Background: an optimization exercise with open tools, aiming at small area, a short achievable clock period and few clock cycles per item. Do not read the settings as production practice. Where RTL was checked, it was by simulation tests only, not by an equivalence proof against the original. No activity file was given, so power comes from the tool's default toggle rates.

==> flow/design.v <==
`timescale 1 ns / 100 ps
module register_file (we, wd, regs_flat, clk);
  input clk;
  input [15:0] we;
  input [15:0] wd;
  output [255:0] regs_flat;
  reg [15:0] regs [0:15];
  integer j;
  always @(posedge clk)
    for (j = 0; j < 16; j = j + 1)
      if (we[j]) regs[j] <= wd;
  genvar k;
  generate for (k = 0; k < 16; k = k + 1) begin : g
    assign regs_flat[16*k +: 16] = regs[k];
  end endgenerate
endmodule
module addk (x, add1, add4, sub3, t);
  input [15:0] x;
  input add1, add4, sub3;
  output [15:0] t;
  wire a01 = x[1] & x[0];
  wire lo = add1 | sub3;             
  assign t[0] = lo;
  assign t[1] = lo & x[0];
  wire up = (add1 & a01) | add4;     
  wire dn = sub3 & ~a01;             
  genvar i;
  generate for (i = 2; i < 16; i = i + 1) begin : g
    wire p, z;
    if (i == 2) begin
      assign p = 1'b1; assign z = 1'b1;
    end else begin
      assign p = &x[i-1:2];
      assign z = ~|x[i-1:2];
    end
    assign t[i] = (up & p) | (dn & z);
  end endgenerate
endmodule
`timescale 1 ns / 100 ps
module ee457_lab7_P3 (CLK,RSTB,IMEM_ADDR,IMEM_DATA,WB_WRITE,WB_RA,WB_RD);
input CLK,RSTB;
output [5:0] IMEM_ADDR;
input [31:0] IMEM_DATA;
output reg WB_WRITE;
output reg [3:0] WB_RA;
output reg [15:0] WB_RD;
reg [15:0] wb_we;
wire [255:0] regs_flat;
register_file RF (.we(wb_we), .wd(WB_RD), .regs_flat(regs_flat), .clk(CLK));
function [15:0] init_val(input integer k);
  init_val = (k == 15) ? 16'hffff : (k == 14) ? 16'hfff8 : (16'h0001 << k);
endfunction
reg [5:0] pc;
assign IMEM_ADDR = pc;
always @(posedge CLK, negedge RSTB)
  if (!RSTB) pc <= 6'd0;
  else pc <= pc + 6'd1;
reg id_v, ex_v;
reg [3:0] id_rd, ex_rd;
wire [3:0] if_rx = IMEM_DATA[3:0];
wire [15:0] if_sel = 16'h0001 << if_rx;
reg [15:0] written;
wire [15:0] ex_dec = ex_v ? (16'h0001 << ex_rd) : 16'h0000;
always @(posedge CLK, negedge RSTB)
  if (!RSTB) written <= 16'h0000;
  else written <= written | ex_dec;
wire [15:0] id_dec = id_v ? (16'h0001 << id_rd) : 16'h0000;
wire [15:0] k_rf   = written & ~id_dec & ~ex_dec;     
wire [15:0] k_init = ~written & ~id_dec & ~ex_dec;    
wire [15:0] k_byp  = ex_dec & ~id_dec;                
reg id_add1, id_add4, id_sub3;
reg id_hz, id_byp, id_init;
reg [15:0] id_sel;    
reg [3:0] id_rx;
always @(posedge CLK, negedge RSTB)
  if (!RSTB) id_v <= 1'b0;
  else id_v <= |IMEM_DATA[31:28];
always @(posedge CLK) begin
  id_add1 <= IMEM_DATA[28];
  id_add4 <= IMEM_DATA[29];
  id_sub3 <= IMEM_DATA[30];
  id_rd   <= IMEM_DATA[7:4];
  id_rx   <= if_rx;
  id_hz   <= |(if_sel & id_dec);
  id_byp  <= |(if_sel & k_byp);
  id_init <= |(if_sel & k_init);
  id_sel  <= if_sel & k_rf;
end
reg [15:0] ex_a;
reg [15:0] rd_val;
integer k;
always @* begin
  rd_val = 16'h0000;
  for (k = 0; k < 16; k = k + 1)
    rd_val = rd_val | ({16{id_sel[k]}} & regs_flat[16*k +: 16]);
end
wire [15:0] ex_t;
wire [15:0] id_x = ({16{id_hz}} & ex_a & ~ex_t) | ({16{id_hz}} & ~ex_a & ex_t)
                 | ({16{id_byp}} & WB_RD) | rd_val
                 | ({16{id_init}} & init_val(id_rx));
reg ex_add1, ex_add4, ex_sub3;
always @(posedge CLK, negedge RSTB)
  if (!RSTB) ex_v <= 1'b0;
  else ex_v <= id_v;
always @(posedge CLK) begin
  ex_a    <= id_x;
  ex_add1 <= id_add1; ex_add4 <= id_add4; ex_sub3 <= id_sub3;
  ex_rd   <= id_rd;
end
addk AK (.x(ex_a), .add1(ex_add1), .add4(ex_add4), .sub3(ex_sub3), .t(ex_t));
always @(posedge CLK, negedge RSTB)
  if (!RSTB) WB_WRITE <= 1'b0;
  else WB_WRITE <= ex_v;
always @(posedge CLK) begin
  WB_RD <= ex_a ^ ex_t;
  WB_RA <= ex_rd;
  wb_we <= ex_dec;    
end
endmodule
Settings: LEC_CHECK=0, ABC_CLOCK_PERIOD_IN_PS=1500, CAP_MARGIN=20, CORE_MARGIN=2, CORE_UTILIZATION=65, CTS_CLUSTER_DIAMETER=80, CTS_CLUSTER_SIZE=25, SETUP_SLACK_MARGIN=1.4, SLEW_MARGIN=20; clock period 3.0 ns.
run.sh (not shown) runs the stock make flow with config.mk's settings and CLKGATE_MAP_FILE= SYNTH_SCRIPT=/design/flow/synth_recipe.tcl, a recipe that flattens the netlist after the stock synthesis.
The starting point ran to the end with no violations.
Next try:
==> flow/design.v (replaced) <==
`timescale 1 ns / 100 ps
module register_file (we, wd, regs_flat, clk);
  input clk;
  input [15:0] we;
  input [15:0] wd;
  output [255:0] regs_flat;
  reg [15:0] regs [0:15];
  integer j;
  always @(posedge clk)
    for (j = 0; j < 16; j = j + 1)
      if (we[j]) regs[j] <= wd;
  genvar k;
  generate for (k = 0; k < 16; k = k + 1) begin : g
    assign regs_flat[16*k +: 16] = regs[k];
  end endgenerate
endmodule
module addk (x, add1, add4, sub3, y);
  input [15:0] x;
  input add1, add4, sub3;
  output [15:0] y;
  wire a01 = x[1] & x[0];
  wire lo = add1 | sub3;             
  assign y[0] = x[0] ^ lo;
  assign y[1] = x[1] ^ (lo & x[0]);
  wire up = (add1 & a01) | add4;     
  wire dn = sub3 & ~a01;             
  genvar i;
  generate for (i = 2; i < 16; i = i + 1) begin : g
    wire p, z;
    if (i == 2) begin
      assign p = 1'b1; assign z = 1'b1;
    end else begin
      assign p = &x[i-1:2];
      assign z = ~|x[i-1:2];
    end
    assign y[i] = x[i] ^ ((up & p) | (dn & z));
  end endgenerate
endmodule
`timescale 1 ns / 100 ps
module ee457_lab7_P3 (CLK,RSTB,IMEM_ADDR,IMEM_DATA,WB_WRITE,WB_RA,WB_RD);
input CLK,RSTB;
output [5:0] IMEM_ADDR;
input [31:0] IMEM_DATA;
output reg WB_WRITE;
output reg [3:0] WB_RA;
output reg [15:0] WB_RD;
reg [15:0] wb_we;
wire [255:0] regs_flat;
register_file RF (.we(wb_we), .wd(WB_RD), .regs_flat(regs_flat), .clk(CLK));
function [15:0] init_val(input integer k);
  init_val = (k == 15) ? 16'hffff : (k == 14) ? 16'hfff8 : (16'h0001 << k);
endfunction
reg [5:0] pc;
assign IMEM_ADDR = pc;
always @(posedge CLK, negedge RSTB)
  if (!RSTB) pc <= 6'd0;
  else pc <= pc + 6'd1;
reg id_v, ex_v;
reg [3:0] id_rd, ex_rd;
wire [3:0] if_rx = IMEM_DATA[3:0];
wire [15:0] if_sel = 16'h0001 << if_rx;
reg [15:0] written;
wire [15:0] ex_dec = ex_v ? (16'h0001 << ex_rd) : 16'h0000;
always @(posedge CLK, negedge RSTB)
  if (!RSTB) written <= 16'h0000;
  else written <= written | ex_dec;
wire if_hz  = id_v && id_rd == if_rx;             
wire if_byp = ex_v && ex_rd == if_rx && !if_hz;   
wire if_use = written[if_rx];
wire if_rf  = !if_hz && !if_byp;
reg id_add1, id_add4, id_sub3;
reg id_hz, id_byp, id_init;
reg [15:0] id_sel;    
reg [3:0] id_rx;
always @(posedge CLK, negedge RSTB)
  if (!RSTB) id_v <= 1'b0;
  else id_v <= |IMEM_DATA[31:28];
always @(posedge CLK) begin
  id_add1 <= IMEM_DATA[28];
  id_add4 <= IMEM_DATA[29];
  id_sub3 <= IMEM_DATA[30];
  id_rd   <= IMEM_DATA[7:4];
  id_rx   <= if_rx;
  id_hz   <= if_hz;
  id_byp  <= if_byp;
  id_init <= if_rf && !if_use;
  id_sel  <= if_sel & written & {16{if_rf}};
end
reg [15:0] rd_val;
integer k;
always @* begin
  rd_val = 16'h0000;
  for (k = 0; k < 16; k = k + 1)
    rd_val = rd_val | ({16{id_sel[k]}} & regs_flat[16*k +: 16]);
end
wire [15:0] ex_y;
wire [15:0] id_x = ({16{id_hz}} & ex_y) | ({16{id_byp}} & WB_RD) | rd_val
                 | ({16{id_init}} & init_val(id_rx));
reg ex_add1, ex_add4, ex_sub3;
reg [15:0] ex_a;
always @(posedge CLK, negedge RSTB)
  if (!RSTB) ex_v <= 1'b0;
  else ex_v <= id_v;
always @(posedge CLK) begin
  ex_a    <= id_x;
  ex_add1 <= id_add1; ex_add4 <= id_add4; ex_sub3 <= id_sub3;
  ex_rd   <= id_rd;
end
addk AK (.x(ex_a), .add1(ex_add1), .add4(ex_add4), .sub3(ex_sub3), .y(ex_y));
always @(posedge CLK, negedge RSTB)
  if (!RSTB) WB_WRITE <= 1'b0;
  else WB_WRITE <= ex_v;
always @(posedge CLK) begin
  WB_RD <= ex_y;
  WB_RA <= ex_rd;
  wb_we <= ex_dec;    
end
endmodule
Wire length shrinks by 11%.
Synthesized cell count shrinks by 7.4%.
Die area shrinks by 1.9%.
Count of clock-buffer cells in the layout is unchanged.
Cell area shrinks by 3.7%.
Setup slack improved by 0.34 ns.
Total power grows by 0.95%.
Via count shrinks by 11%.
Global-route usage shrinks by 3.3 points.
Area after synthesis shrinks by 2.0%.
Critical path depth grows by 2.
Testbench counts after the change, summed over its fixed seeds: cycles 12,384, instrs 11,636.
Only the layout flow was run in the first run of this note; the RTL was not checked for function there.

what the ideal ports hide:
In the flow no input, the clock included, has a driving cell. The finished layouts below were timed again as built, in two steps. Step 1 assumes that a clkbuf_16 drives the clock port and a buf_2 every other input. Step 2 adds t to the input delays and takes it off the output delays; t is the mean of the earliest and latest rising clock arrival at the registers after step 1. Input paths then give back, and output paths get back, about the clock's delay inside the block. Three values: no drivers, after step 1, after step 2; two values: the first two.
run | shift t [ns] | setup slack, ns | worst setup path after step 2 | clock arrival spread, ns | worst data-port slew with drivers (ns)
the first run | 0.565 | 0.765 / 0.765 / 0.380 | input to register | 0.017 / 0.017 | 0.04
the second run | 0.552 | 1.100 / 1.100 / 0.964 | input to register | 0.024 / 0.025 | 0.04
After both steps every run listed still meets setup and hold. For the first run, which loses most, drivers alone change the setup slack by 0.000 ns; drivers and shift together by -0.385 ns.
